Context: an optimization exercise on an open-source flow, tuned for small area. The choices shown serve that exercise and are no tape-out recipe. Only simulation tests tie the RTL to the original design; equivalence was not proved. The flow treats the clock pin as an ideal source, which a real chip does not have. Power figures rest on the tool's default switching activity, not on a simulated workload.

==> v17: inputs <==
==> flow/design.v <==
module exam1(rst,key_in,clk,rw,rs,en,data,intr_n,cs_n,rd_n,wr_n,data_reg,adata,key);
 input clk,rst;
 input [7:0] adata;
 input intr_n;
 output cs_n,rd_n,wr_n;
 output rs,en,rw;
 output [7:0] data;
 output reg [7:0] data_reg;
 input [1:0] key_in;
 output key;
 assign key = 1'b0;
 assign rw  = 1'b0;
 reg [2:0] cj;
 reg lcd_clk;
 wire c5 = cj[2] & ~cj[1];
 wire lcd_tick = c5 & ~lcd_clk;
 assign en = lcd_clk;
 always @(posedge clk or negedge rst)
   if (!rst) begin
     cj <= 3'b000;
     lcd_clk <= 1'b0;
   end else begin
     cj <= {cj[1:0], ~cj[2]};
     lcd_clk <= lcd_clk ^ c5;
   end
 reg [3:0] ast;
 wire a_start = (ast == 4'd11);
 wire a_wait  = (ast == 4'd12);
 wire a_read  = (ast == 4'd13) | (ast == 4'd14) | (ast == 4'd15);
 assign wr_n = ~a_start;
 assign rd_n = ~a_read;
 assign cs_n = ~(a_start | a_read);
 always @(posedge clk or negedge rst)
   if (!rst) begin
     ast <= 4'd0;
     data_reg <= 8'd0;
   end else if (lcd_tick) begin
     if (!(a_wait & intr_n)) ast <= ast + 4'd1;
     if (ast == 4'd15) data_reg <= adata;
   end
 reg flag;
 reg [2:0] cnt;
 reg [3:0] s0, m0, h0;
 reg [2:0] s1, m1;
 reg [1:0] h1;
 wire flag_now = key_in[1] & ~key_in[0] | flag & ~(~key_in[1] & key_in[0]);
 wire e0 = (cnt == 3'd5);
 wire e1 = e0 & s0[0] & s0[3];
 wire e2 = e1 & s1[0] & s1[2];
 wire e3 = e2 & m0[0] & m0[3];
 wire e4 = e3 & m1[0] & m1[2];
 always @(posedge clk or negedge rst)
   if (!rst) begin
     flag <= 1'b1;
     cnt <= 3'd0;
     s0 <= 0; s1 <= 0; m0 <= 0; m1 <= 0; h0 <= 0; h1 <= 0;
   end else begin
     flag <= flag_now;
     if (cnt == 3'd4) cnt <= 3'd5;
     else if (cnt == 3'd5) cnt <= {2'b00, flag_now};
     else if (flag_now) cnt <= cnt + 3'd1;
     s0[0] <= s0[0] ^ e0;
     s0[1] <= s0[1] ^ (e0 & s0[0] & ~s0[3]);
     s0[2] <= s0[2] ^ (e0 & s0[0] & s0[1]);
     s0[3] <= s0[3] ^ (e0 & s0[0] & (s0[3] | s0[1] & s0[2]));
     s1[0] <= s1[0] ^ e1;
     s1[1] <= s1[1] ^ (e1 & s1[0] & ~s1[2]);
     s1[2] <= s1[2] ^ (e1 & s1[0] & (s1[1] | s1[2]));
     m0[0] <= m0[0] ^ e2;
     m0[1] <= m0[1] ^ (e2 & m0[0] & ~m0[3]);
     m0[2] <= m0[2] ^ (e2 & m0[0] & m0[1]);
     m0[3] <= m0[3] ^ (e2 & m0[0] & (m0[3] | m0[1] & m0[2]));
     m1[0] <= m1[0] ^ e3;
     m1[1] <= m1[1] ^ (e3 & m1[0] & ~m1[2]);
     m1[2] <= m1[2] ^ (e3 & m1[0] & (m1[1] | m1[2]));
     h0[0] <= h0[0] ^ e4;
     h0[1] <= h0[1] ^ (e4 & h0[0] & ~h0[3]);
     h0[2] <= h0[2] ^ (e4 & h0[0] & h0[1] & ~h1[1]);
     h0[3] <= h0[3] ^ (e4 & h0[0] & (h0[3] | h0[1] & h0[2]));
     h1[0] <= h1[0] ^ (e4 & h0[0] & h0[3]);
     h1[1] <= h1[1] ^ (e4 & h0[0] & (h0[3] & h1[0] | h0[1] & h1[1]));
   end
 function [3:0] d5;    
   input [3:0] t;
   d5 = (t >= 4'd5) ? {1'b1, t[2:0] - 3'd5} : {1'b0, t[2:0]};
 endfunction
 function [4:0] d10;   
   input [4:0] t;
   d10 = (t >= 5'd10) ? {1'b1, t[3:0] - 4'd10} : {1'b0, t[3:0]};
 endfunction
 wire [3:0] r5 = d5({1'b0, data_reg[7:5]});
 wire [3:0] r4 = d5({r5[2:0], data_reg[4]});
 wire [3:0] r3 = d5({r4[2:0], data_reg[3]});
 wire [3:0] r2 = d5({r3[2:0], data_reg[2]});
 wire [3:0] r1 = d5({r2[2:0], data_reg[1]});
 wire [3:0] r0 = d5({r1[2:0], data_reg[0]});
 wire [5:0] q = {r5[3], r4[3], r3[3], r2[3], r1[3], r0[3]};
 wire [4:0] u2 = d10({1'b0, q[5:2]});
 wire [4:0] u1 = d10({u2[3:0], q[1]});
 wire [4:0] u0 = d10({u1[3:0], q[0]});
 wire [3:0] ad_h = {1'b0, u2[4], u1[4], u0[4]};
 wire [3:0] ad_t = u0[3:0];
 wire [3:0] ad_o = {r0[2:0], 1'b0};
 reg [5:0] p;
 wire [6:0] pi = {1'b0, p} + 7'd1;
 always @(posedge clk or negedge rst)
   if (!rst) p <= 6'd24;
   else if (lcd_tick) p <= pi[5:0] | (pi[6] ? 6'd29 : 6'd0);
 reg [3:0] dig;
 assign rs = ~((~p[5] & ~p[2]) | (~p[5] & ~p[1]) | (~p[4] & p[3] & p[2] & p[1] & ~p[0]));
 assign data[4] = ~((~p[5] & ~p[0]) | (~p[5] & p[1]) | (~p[3] & ~p[2]) | (~p[4] & ~p[1] & p[0]) | (p[3] & p[2] & p[0]) | (p[3] & p[2] & p[1]) | (~p[4] & ~p[3] & ~p[0]) | (p[4] & ~p[3] & p[1] & p[0]) | (p[4] & p[3] & p[1] & ~p[0]));
 assign data[5] = (~p[3] & p[1] & p[0]) | (p[5] & p[4]) | (p[5] & p[3] & ~p[2]) | (p[5] & p[3] & ~p[1] & p[0]) | (p[3] & ~p[2] & ~p[1] & p[0]);
 assign data[6] = ~((p[3] & ~p[2]) | (p[3] & ~p[1] & p[0]) | (p[5] & p[4] & p[2]) | (~p[4] & ~p[3] & p[1] & p[0]) | (~p[5] & ~p[1]));
 assign data[7] = (~p[5] & p[2] & ~p[1] & p[0]) | (~p[4] & p[3] & p[2] & p[1] & ~p[0]);
 wire isdig = ~((~p[5]) | (~p[4] & ~p[1] & p[0]) | (~p[4] & p[2]) | (~p[3] & ~p[2]) | (~p[3] & ~p[1] & ~p[0]) | (p[3] & p[2] & p[0]) | (p[4] & p[3] & p[1] & ~p[0]) | (~p[3] & p[1] & p[0]));
 wire lo0 = (~p[4] & ~p[3] & p[2] & ~p[0]) | (~p[4] & p[3] & p[1] & p[0]) | (~p[5] & p[2] & p[1] & p[0]) | (p[4] & ~p[3] & p[0]) | (p[5] & ~p[2] & p[1] & ~p[0]) | (~p[5] & p[2] & ~p[1] & ~p[0]);
 wire lo1 = (~p[5] & ~p[2] & p[1]) | (~p[3] & p[1] & ~p[0]) | (p[5] & p[4] & ~p[2] & p[0]) | (~p[4] & p[2] & p[1] & p[0]) | (~p[4] & p[3] & ~p[2]) | (p[4] & ~p[3] & p[2] & ~p[0]) | (p[5] & p[3] & ~p[1] & ~p[0]);
 wire lo2 = (~p[4] & ~p[2] & ~p[0]) | (~p[3] & ~p[1] & p[0]) | (~p[5] & p[1] & p[0]) | (p[3] & ~p[2] & p[1]) | (p[5] & ~p[2] & ~p[1]) | (p[5] & p[3] & ~p[1] & ~p[0]) | (p[4] & ~p[3] & p[2] & p[1]);
 wire lo3 = (~p[4] & ~p[2] & ~p[0]) | (~p[3] & p[2] & p[1] & p[0]) | (~p[2] & ~p[1] & p[0]) | (~p[5] & p[1] & ~p[0]) | (p[4] & ~p[3] & ~p[1]) | (p[5] & p[3] & ~p[2]) | (p[4] & ~p[3] & p[0]);
 assign data[3:0] = isdig ? dig : {lo3, lo2, lo1, lo0};
 wire sel_ad_h = (~p[4] & ~p[3]);
 wire sel_ad_t = (~p[4] & ~p[1]);
 wire sel_ad_o = (~p[4] & ~p[0]);
 wire sel_h1 = (p[2] & ~p[0]);
 wire sel_h0 = (p[2] & ~p[1] & p[0]);
 wire sel_m1 = (p[4] & p[2] & p[1]);
 wire sel_m0 = (p[3] & ~p[1] & ~p[0]);
 wire sel_s1 = (p[4] & p[1] & ~p[0]);
 wire sel_s0 = (p[3] & p[1] & p[0]);
 wire [3:0] dsel = ({4{sel_ad_h}} & ad_h) | ({4{sel_ad_t}} & ad_t) | ({4{sel_ad_o}} & ad_o) | ({4{sel_h1}} & h1) | ({4{sel_h0}} & h0) | ({4{sel_m1}} & m1) | ({4{sel_m0}} & m0) | ({4{sel_s1}} & s1) | ({4{sel_s0}} & s0);
 always @(posedge clk)
   if (lcd_tick) dig <= dsel;
endmodule
==> flow/flow/run.sh <==
#!/bin/bash
# Own layout flow: the standard ORFS flow, with two changes:
#  - synthesis maps the logic with an area-oriented ABC script (flow/area.abc)
#    and skips the half/full-adder extraction; registers are mapped exactly
#    as in the standard synthesis (same passes, same dfflibmap).
#  - ports are buffered with sky130_fd_sc_hd__buf_1.
set -euo pipefail
W=$PWD
sed 's|log_cmd abc {\*}$abc_args|log_cmd abc {*}[lreplace $abc_args 1 1 $::env(MY_ABC_SCRIPT)]|' \
  "$FLOW_HOME/scripts/synth.tcl" > "$W/my_synth_core.tcl"
grep -q MY_ABC_SCRIPT "$W/my_synth_core.tcl"
sed "s|\$::env(SCRIPTS_DIR)/synth.tcl|$W/my_synth_core.tcl|" synth_recipe.tcl > "$W/my_synth.tcl"
grep -q my_synth_core "$W/my_synth.tcl"
export MY_ABC_SCRIPT="$W/flow/area.abc"
ARGS=(SYNTH_SCRIPT="$W/my_synth.tcl" ADDER_MAP_FILE= "BUFFER_PORTS_ARGS=-buffer_cell sky130_fd_sc_hd__buf_1")
bash standard.sh "${ARGS[@]}" synth > "$W/synth.log" 2>&1
bash standard.sh "${ARGS[@]}" finish > "$W/finish.log" 2>&1
==> flow/flow/area.abc <==
strash
&get -n
&dch -f
&nf -R 1000
&put
==> flow/standard.sh <==
#!/bin/bash
# synth_recipe.tcl (not shown) runs the flow's synth.tcl, then flattens the netlist and writes it again
# the make line also repeats each setting of config.mk as NAME=value (left out here)
make -C /OpenROAD-flow-scripts/flow DESIGN_CONFIG=/design/flow/config.mk WORK_HOME=/design/flow/orfs CLKGATE_MAP_FILE= SYNTH_SCRIPT=/design/flow/synth_recipe.tcl "${@:-finish}"
==> flow/config.mk <==
export PLATFORM = sky130hd
export DESIGN_NAME = exam1
export DESIGN_NICKNAME = exam1
export VERILOG_FILES = /design/flow/design.v
export SDC_FILE = /design/flow/constraint.sdc
export NUM_CORES = 4
export LEC_CHECK = 0
export ABC_AREA = 1
export CAP_MARGIN = 20
export CORE_MARGIN = 2
export CORE_UTILIZATION = 40
export SLEW_MARGIN = 20
==> flow/constraint.sdc <==
create_clock -name core_clock -period 20.0 [get_ports {clk}]
set_input_delay 4.0000 -clock core_clock [delete_from_list [all_inputs] [get_ports {clk}]]
set_output_delay 4.0000 -clock core_clock [all_outputs]
set_load 0.01 [all_outputs]
==> v38 (differences from v17) <==
--- a/flow/design.v
+++ b/flow/design.v
@@ -81,19 +81,21 @@
      h1[1] <= h1[1] ^ (e4 & h0[0] & (h0[3] & h1[0] | h0[1] & h1[1]));
    end
- function [3:0] d5;    
-   input [3:0] t;
-   d5 = (t >= 4'd5) ? {1'b1, t[2:0] - 3'd5} : {1'b0, t[2:0]};
- endfunction
  function [4:0] d10;   
    input [4:0] t;
    d10 = (t >= 5'd10) ? {1'b1, t[3:0] - 4'd10} : {1'b0, t[3:0]};
  endfunction
- wire [3:0] r5 = d5({1'b0, data_reg[7:5]});
- wire [3:0] r4 = d5({r5[2:0], data_reg[4]});
- wire [3:0] r3 = d5({r4[2:0], data_reg[3]});
- wire [3:0] r2 = d5({r3[2:0], data_reg[2]});
- wire [3:0] r1 = d5({r2[2:0], data_reg[1]});
- wire [3:0] r0 = d5({r1[2:0], data_reg[0]});
- wire [5:0] q = {r5[3], r4[3], r3[3], r2[3], r1[3], r0[3]};
+ wire k5 = ~((~data_reg[7]) | (~data_reg[6] & ~data_reg[5]));
+ wire [2:0] v5 = {(data_reg[7] & ~data_reg[6] & ~data_reg[5]), ~((~data_reg[6]) | (data_reg[7] & ~data_reg[5])), (~data_reg[7] & data_reg[5]) | (data_reg[7] & ~data_reg[5])};
+ wire k4 = ~((~v5[2] & ~v5[1]) | (~v5[0] & ~data_reg[4]));
+ wire [2:0] v4 = {(v5[2] & data_reg[4]) | (v5[1] & ~v5[0] & ~data_reg[4]), ~((~v5[0]) | (v5[2] & data_reg[4]) | (v5[1] & ~data_reg[4])), ~((~v5[2] & ~v5[1] & ~data_reg[4]) | (v5[1] & data_reg[4]))};
+ wire k3 = ~((~v4[2] & ~v4[1]) | (~v4[0] & ~data_reg[3]));
+ wire [2:0] v3 = {(v4[2] & data_reg[3]) | (v4[1] & ~v4[0] & ~data_reg[3]), ~((~v4[0]) | (v4[2] & data_reg[3]) | (v4[1] & ~data_reg[3])), ~((~v4[2] & ~v4[1] & ~data_reg[3]) | (v4[1] & data_reg[3]))};
+ wire k2 = ~((~v3[2] & ~v3[1]) | (~v3[0] & ~data_reg[2]));
+ wire [2:0] v2 = {(v3[2] & data_reg[2]) | (v3[1] & ~v3[0] & ~data_reg[2]), ~((~v3[0]) | (v3[2] & data_reg[2]) | (v3[1] & ~data_reg[2])), ~((~v3[2] & ~v3[1] & ~data_reg[2]) | (v3[1] & data_reg[2]))};
+ wire k1 = ~((~v2[2] & ~v2[1]) | (~v2[0] & ~data_reg[1]));
+ wire [2:0] v1 = {(v2[2] & data_reg[1]) | (v2[1] & ~v2[0] & ~data_reg[1]), ~((~v2[0]) | (v2[2] & data_reg[1]) | (v2[1] & ~data_reg[1])), ~((~v2[2] & ~v2[1] & ~data_reg[1]) | (v2[1] & data_reg[1]))};
+ wire k0 = ~((~v1[2] & ~v1[1]) | (~v1[0] & ~data_reg[0]));
+ wire [2:0] v0 = {(v1[2] & data_reg[0]) | (v1[1] & ~v1[0] & ~data_reg[0]), ~((~v1[0]) | (v1[2] & data_reg[0]) | (v1[1] & ~data_reg[0])), (v1[2] & ~data_reg[0]) | (~v1[2] & ~v1[1] & data_reg[0]) | (v1[1] & v1[0] & ~data_reg[0])};
+ wire [5:0] q = {k5, k4, k3, k2, k1, k0};
  wire [4:0] u2 = d10({1'b0, q[5:2]});
  wire [4:0] u1 = d10({u2[3:0], q[1]});
@@ -101,5 +103,5 @@
  wire [3:0] ad_h = {1'b0, u2[4], u1[4], u0[4]};
  wire [3:0] ad_t = u0[3:0];
- wire [3:0] ad_o = {r0[2:0], 1'b0};
+ wire [3:0] ad_o = {v0, 1'b0};
  reg [5:0] p;
  wire [6:0] pi = {1'b0, p} + 7'd1;
--- a/flow/flow/run.sh
+++ b/flow/flow/run.sh
@@ -1,8 +1,10 @@
 #!/bin/bash
-# Own layout flow: the standard ORFS flow, with two changes:
+# Own layout flow: the standard ORFS flow, with these changes:
 #  - synthesis maps the logic with an area-oriented ABC script (flow/area.abc)
 #    and skips the half/full-adder extraction; registers are mapped exactly
 #    as in the standard synthesis (same passes, same dfflibmap).
 #  - ports are buffered with sky130_fd_sc_hd__buf_1.
+#  - the clock reaches all flip-flops through a single clock buffer
+#    (flow/cts1.tcl) instead of the CTS H-tree.
 set -euo pipefail
 W=$PWD
@@ -13,5 +15,13 @@
 grep -q my_synth_core "$W/my_synth.tcl"
 export MY_ABC_SCRIPT="$W/flow/area.abc"
+export MY_CLK_BUF=${MY_CLK_BUF:-sky130_fd_sc_hd__clkbuf_8}
+export MY_CLK_K=${MY_CLK_K:-4}
 ARGS=(SYNTH_SCRIPT="$W/my_synth.tcl" ADDER_MAP_FILE= "BUFFER_PORTS_ARGS=-buffer_cell sky130_fd_sc_hd__buf_1")
 bash standard.sh "${ARGS[@]}" synth > "$W/synth.log" 2>&1
+bash standard.sh "${ARGS[@]}" place > "$W/place.log" 2>&1
+R=$W/orfs/results/sky130hd/exam1/base
+export RESULTS_DIR=$R
+export LIB_FILES=$FLOW_HOME/platforms/sky130hd/lib/sky130_fd_sc_hd__tt_025C_1v80.lib
+export PLATFORM_DIR=$FLOW_HOME/platforms/sky130hd
+openroad -no_init -exit "$W/flow/cts1.tcl" > "$W/cts1.log" 2>&1
 bash standard.sh "${ARGS[@]}" finish > "$W/finish.log" 2>&1
==> flow/flow/area.abc (replaced) <==
strash
&get -n
&deepsyn -I 4 -J 50
&dch -f
&nf -R 1000
&put
==> flow/flow/cts1.tcl (new file) <==
set R $::env(RESULTS_DIR)
read_liberty $::env(LIB_FILES)
read_db $R/3_place.odb
read_sdc $R/3_place.sdc
source $::env(PLATFORM_DIR)/setRC.tcl
set K $::env(MY_CLK_K)
set block [ord::get_db_block]
set net [$block findNet clk]
set dbu [[ord::get_db_tech] getDbUnitsPerMicron]
set pins {}
set pts {}
foreach it [$net getITerms] {
  set inst [$it getInst]
  set loc [$inst getLocation]
  lappend pins "[$inst getName]/[[$it getMTerm] getName]"
  lappend pts [list [expr {double([lindex $loc 0]) / $dbu}] [expr {double([lindex $loc 1]) / $dbu}]]
}
set n [llength $pts]
# k-means, initial centres spread along x
set order [lsort -real -index 0 [lmap p $pts {set p}]]
set cs {}
for {set k 0} {$k < $K} {incr k} {
  lappend cs [lindex $order [expr {int(($k + 0.5) * $n / $K)}]]
}
for {set iter 0} {$iter < 50} {incr iter} {
  set asg {}
  foreach p $pts {
    set best 0; set bd 1e18
    for {set k 0} {$k < $K} {incr k} {
      set c [lindex $cs $k]
      set d [expr {pow([lindex $p 0] - [lindex $c 0], 2) + pow([lindex $p 1] - [lindex $c 1], 2)}]
      if {$d < $bd} { set bd $d; set best $k }
    }
    lappend asg $best
  }
  set ncs {}
  for {set k 0} {$k < $K} {incr k} {
    set sx 0; set sy 0; set m 0
    foreach p $pts a $asg {
      if {$a == $k} { set sx [expr {$sx + [lindex $p 0]}]; set sy [expr {$sy + [lindex $p 1]}]; incr m }
    }
    if {$m > 0} { lappend ncs [list [expr {$sx / $m}] [expr {$sy / $m}]] } else { lappend ncs [lindex $cs $k] }
  }
  set cs $ncs
}
for {set k 0} {$k < $K} {incr k} {
  set lp {}
  foreach pn $pins a $asg { if {$a == $k} { lappend lp [get_pins $pn] } }
  if {[llength $lp] == 0} continue
  puts "cluster $k: [llength $lp] sinks at [lindex $cs $k]"
  insert_buffer -buffer_cell $::env(MY_CLK_BUF) -load_pins $lp -location [lindex $cs $k] -buffer_name clkbuf_leaf_$k -net_name clknet_leaf_$k
}
set_propagated_clock [all_clocks]
detailed_placement
check_placement -verbose
estimate_parasitics -placement
report_clock_skew
report_checks -path_delay min
report_checks -path_delay max
report_check_types -max_slew -max_capacitance -violators
write_db $R/4_1_cts.odb
write_db $R/4_cts.odb
write_sdc $R/4_cts.sdc
- CAP_MARGIN: 20 -> 0
- SLEW_MARGIN: 20 -> 0
==> v8 (differences from v17) <==
--- a/flow/flow/run.sh
+++ b/flow/flow/run.sh
@@ -1,8 +1,10 @@
 #!/bin/bash
-# Own layout flow: the standard ORFS flow, with two changes:
+# Own layout flow: the standard ORFS flow, with these changes:
 #  - synthesis maps the logic with an area-oriented ABC script (flow/area.abc)
 #    and skips the half/full-adder extraction; registers are mapped exactly
 #    as in the standard synthesis (same passes, same dfflibmap).
 #  - ports are buffered with sky130_fd_sc_hd__buf_1.
+#  - the clock reaches all flip-flops through a single clock buffer
+#    (flow/cts1.tcl) instead of the CTS H-tree.
 set -euo pipefail
 W=$PWD
@@ -13,5 +15,13 @@
 grep -q my_synth_core "$W/my_synth.tcl"
 export MY_ABC_SCRIPT="$W/flow/area.abc"
+export MY_CLK_BUF=${MY_CLK_BUF:-sky130_fd_sc_hd__clkbuf_8}
+export MY_CLK_K=${MY_CLK_K:-3}
 ARGS=(SYNTH_SCRIPT="$W/my_synth.tcl" ADDER_MAP_FILE= "BUFFER_PORTS_ARGS=-buffer_cell sky130_fd_sc_hd__buf_1")
 bash standard.sh "${ARGS[@]}" synth > "$W/synth.log" 2>&1
+bash standard.sh "${ARGS[@]}" place > "$W/place.log" 2>&1
+R=$W/orfs/results/sky130hd/exam1/base
+export RESULTS_DIR=$R
+export LIB_FILES=$FLOW_HOME/platforms/sky130hd/lib/sky130_fd_sc_hd__tt_025C_1v80.lib
+export PLATFORM_DIR=$FLOW_HOME/platforms/sky130hd
+openroad -no_init -exit "$W/flow/cts1.tcl" > "$W/cts1.log" 2>&1
 bash standard.sh "${ARGS[@]}" finish > "$W/finish.log" 2>&1
==> flow/flow/cts1.tcl (new file) <==
set R $::env(RESULTS_DIR)
read_liberty $::env(LIB_FILES)
read_db $R/3_place.odb
read_sdc $R/3_place.sdc
source $::env(PLATFORM_DIR)/setRC.tcl
set K $::env(MY_CLK_K)
set block [ord::get_db_block]
set net [$block findNet clk]
set dbu [[ord::get_db_tech] getDbUnitsPerMicron]
set pins {}
set pts {}
foreach it [$net getITerms] {
  set inst [$it getInst]
  set loc [$inst getLocation]
  lappend pins "[$inst getName]/[[$it getMTerm] getName]"
  lappend pts [list [expr {double([lindex $loc 0]) / $dbu}] [expr {double([lindex $loc 1]) / $dbu}]]
}
set n [llength $pts]
# k-means, initial centres spread along x
set order [lsort -real -index 0 [lmap p $pts {set p}]]
set cs {}
for {set k 0} {$k < $K} {incr k} {
  lappend cs [lindex $order [expr {int(($k + 0.5) * $n / $K)}]]
}
for {set iter 0} {$iter < 50} {incr iter} {
  set asg {}
  foreach p $pts {
    set best 0; set bd 1e18
    for {set k 0} {$k < $K} {incr k} {
      set c [lindex $cs $k]
      set d [expr {pow([lindex $p 0] - [lindex $c 0], 2) + pow([lindex $p 1] - [lindex $c 1], 2)}]
      if {$d < $bd} { set bd $d; set best $k }
    }
    lappend asg $best
  }
  set ncs {}
  for {set k 0} {$k < $K} {incr k} {
    set sx 0; set sy 0; set m 0
    foreach p $pts a $asg {
      if {$a == $k} { set sx [expr {$sx + [lindex $p 0]}]; set sy [expr {$sy + [lindex $p 1]}]; incr m }
    }
    if {$m > 0} { lappend ncs [list [expr {$sx / $m}] [expr {$sy / $m}]] } else { lappend ncs [lindex $cs $k] }
  }
  set cs $ncs
}
for {set k 0} {$k < $K} {incr k} {
  set lp {}
  foreach pn $pins a $asg { if {$a == $k} { lappend lp [get_pins $pn] } }
  if {[llength $lp] == 0} continue
  puts "cluster $k: [llength $lp] sinks at [lindex $cs $k]"
  insert_buffer -buffer_cell $::env(MY_CLK_BUF) -load_pins $lp -location [lindex $cs $k] -buffer_name clkbuf_leaf_$k -net_name clknet_leaf_$k
}
set_propagated_clock [all_clocks]
detailed_placement
check_placement -verbose
estimate_parasitics -placement
report_clock_skew
report_checks -path_delay min
report_checks -path_delay max
report_check_types -max_slew -max_capacitance -violators
write_db $R/4_1_cts.odb
write_db $R/4_cts.odb
write_sdc $R/4_cts.sdc
- CORE_UTILIZATION: 40 -> 70
==> qor summary <==
Outcome: v38 complete, no violations; v17 complete, no violations; v8 complete, no violations
Cell with the most instances after synthesis: v38 nor2_1; v17 dfrtp_1; v8 dfrtp_1
Area fraction in compound gates after synthesis: v38 19.2%; v17 19.2%; v8 19.2%
Area inside the core boundary: v38 6760 sq um; v17 6910 sq um; v8 3970 sq um
Internal power: v38 0.147 mW; v17 0.158 mW; v8 0.135 mW
Proportion of synthesized area in mux cells: v38 3.19%; v17 3.73%; v8 3.73%
Reported clock group power: v38 0.0443 mW; v17 0.0734 mW; v8 0.0390 mW
Routed via count divided by cell count: v38 5.59; v17 5.35; v8 6.26
Critical R2R Launch: v38 data_reg[7]$_DFFE_PN0P_; v17 data_reg[5]$_DFFE_PN0P_; v8 data_reg[5]$_DFFE_PN0P_
Share of layout cells above drive strength 1: v38 2.83%; v17 3.78%; v8 2.47%
Clock transition time at the flip-flop clock pins of the worst setup and hold paths: v38 110 ps; v17 100 ps; v8 110 ps
Proportion of cell area occupied by registers: v38 41.5%; v17 39.2%; v8 40.9%
Leak pwr: v38 1.27 nW; v17 1.31 nW; v8 1.27 nW
Portion of total power attributed to sequential cells: v38 59.1%; v17 56.7%; v8 67.1%
Xor/xnor share of the synthesized area: v38 5.34%; v17 5.76%; v8 5.76%
Post-synthesis to final-layout area growth: v38 10.2%; v17 12.5%; v8 8.06%
Average routed wire per standard cell: v38 13.9 um; v17 13.3 um; v8 15.4 um
Worst Clk Skew: v38 29.3 ps; v17 6.90 ps; v8 34.8 ps
Met3 routed WL: v38 260 um; v17 244 um; v8 331 um
Die Y-Extent: v38 87.5 um; v17 89.0 um; v8 68.2 um
Reported net switching power: v38 0.0571 mW; v17 0.0556 mW; v8 0.0456 mW
Largest stage delay, worst path: v38 610 ps; v17 800 ps; v8 810 ps
Starting density of the core: v38 41.3%; v17 41.8%; v8 72.7%
Worst Hold Slack: v38 363 ps; v17 365 ps; v8 364 ps
Post-synthesis average cell area: v38 8.85 sq um; v17 8.80 sq um; v8 8.80 sq um
Final Util: v38 45.5%; v17 47.0%; v8 78.6%
Crit path to: v38 data[1]; v17 data[0]; v8 data[0]

-- re-timing with driven ports --
Ports are ideal in the flow. The routed layouts listed here were re-timed in OpenROAD. Step 1: set_driving_cell puts a clkbuf_16 on clk and a buf_2 on each other input, an assumption about the parent block. Step 2 moves the port delays by t, midway between the first and last clock arrival at a register: inputs arrive t later, outputs are due t later. That takes back most of the time a late clock gives input paths. Slacks: ideal / step 1 / step 2; pairs: ideal / step 1.
run | shift t [ns] | setup slack, ns | worst hold slack (ns) | worst setup path after step 2 | latest minus earliest clock arrival (ns)
v17 | 0.337 | 13.434 / 13.404 / 13.741 | 0.365 / 0.365 / 0.365 | register to output | 0.007 / 0.007
v38 | 0.205 | 13.556 / 13.498 / 13.702 | 0.363 / 0.363 / 0.363 | register to output | 0.029 / 0.029
v8 | 0.198 | 13.553 / 13.506 / 13.704 | 0.364 / 0.364 / 0.364 | register to output | 0.035 / 0.035
After both steps every run listed still meets setup and hold.
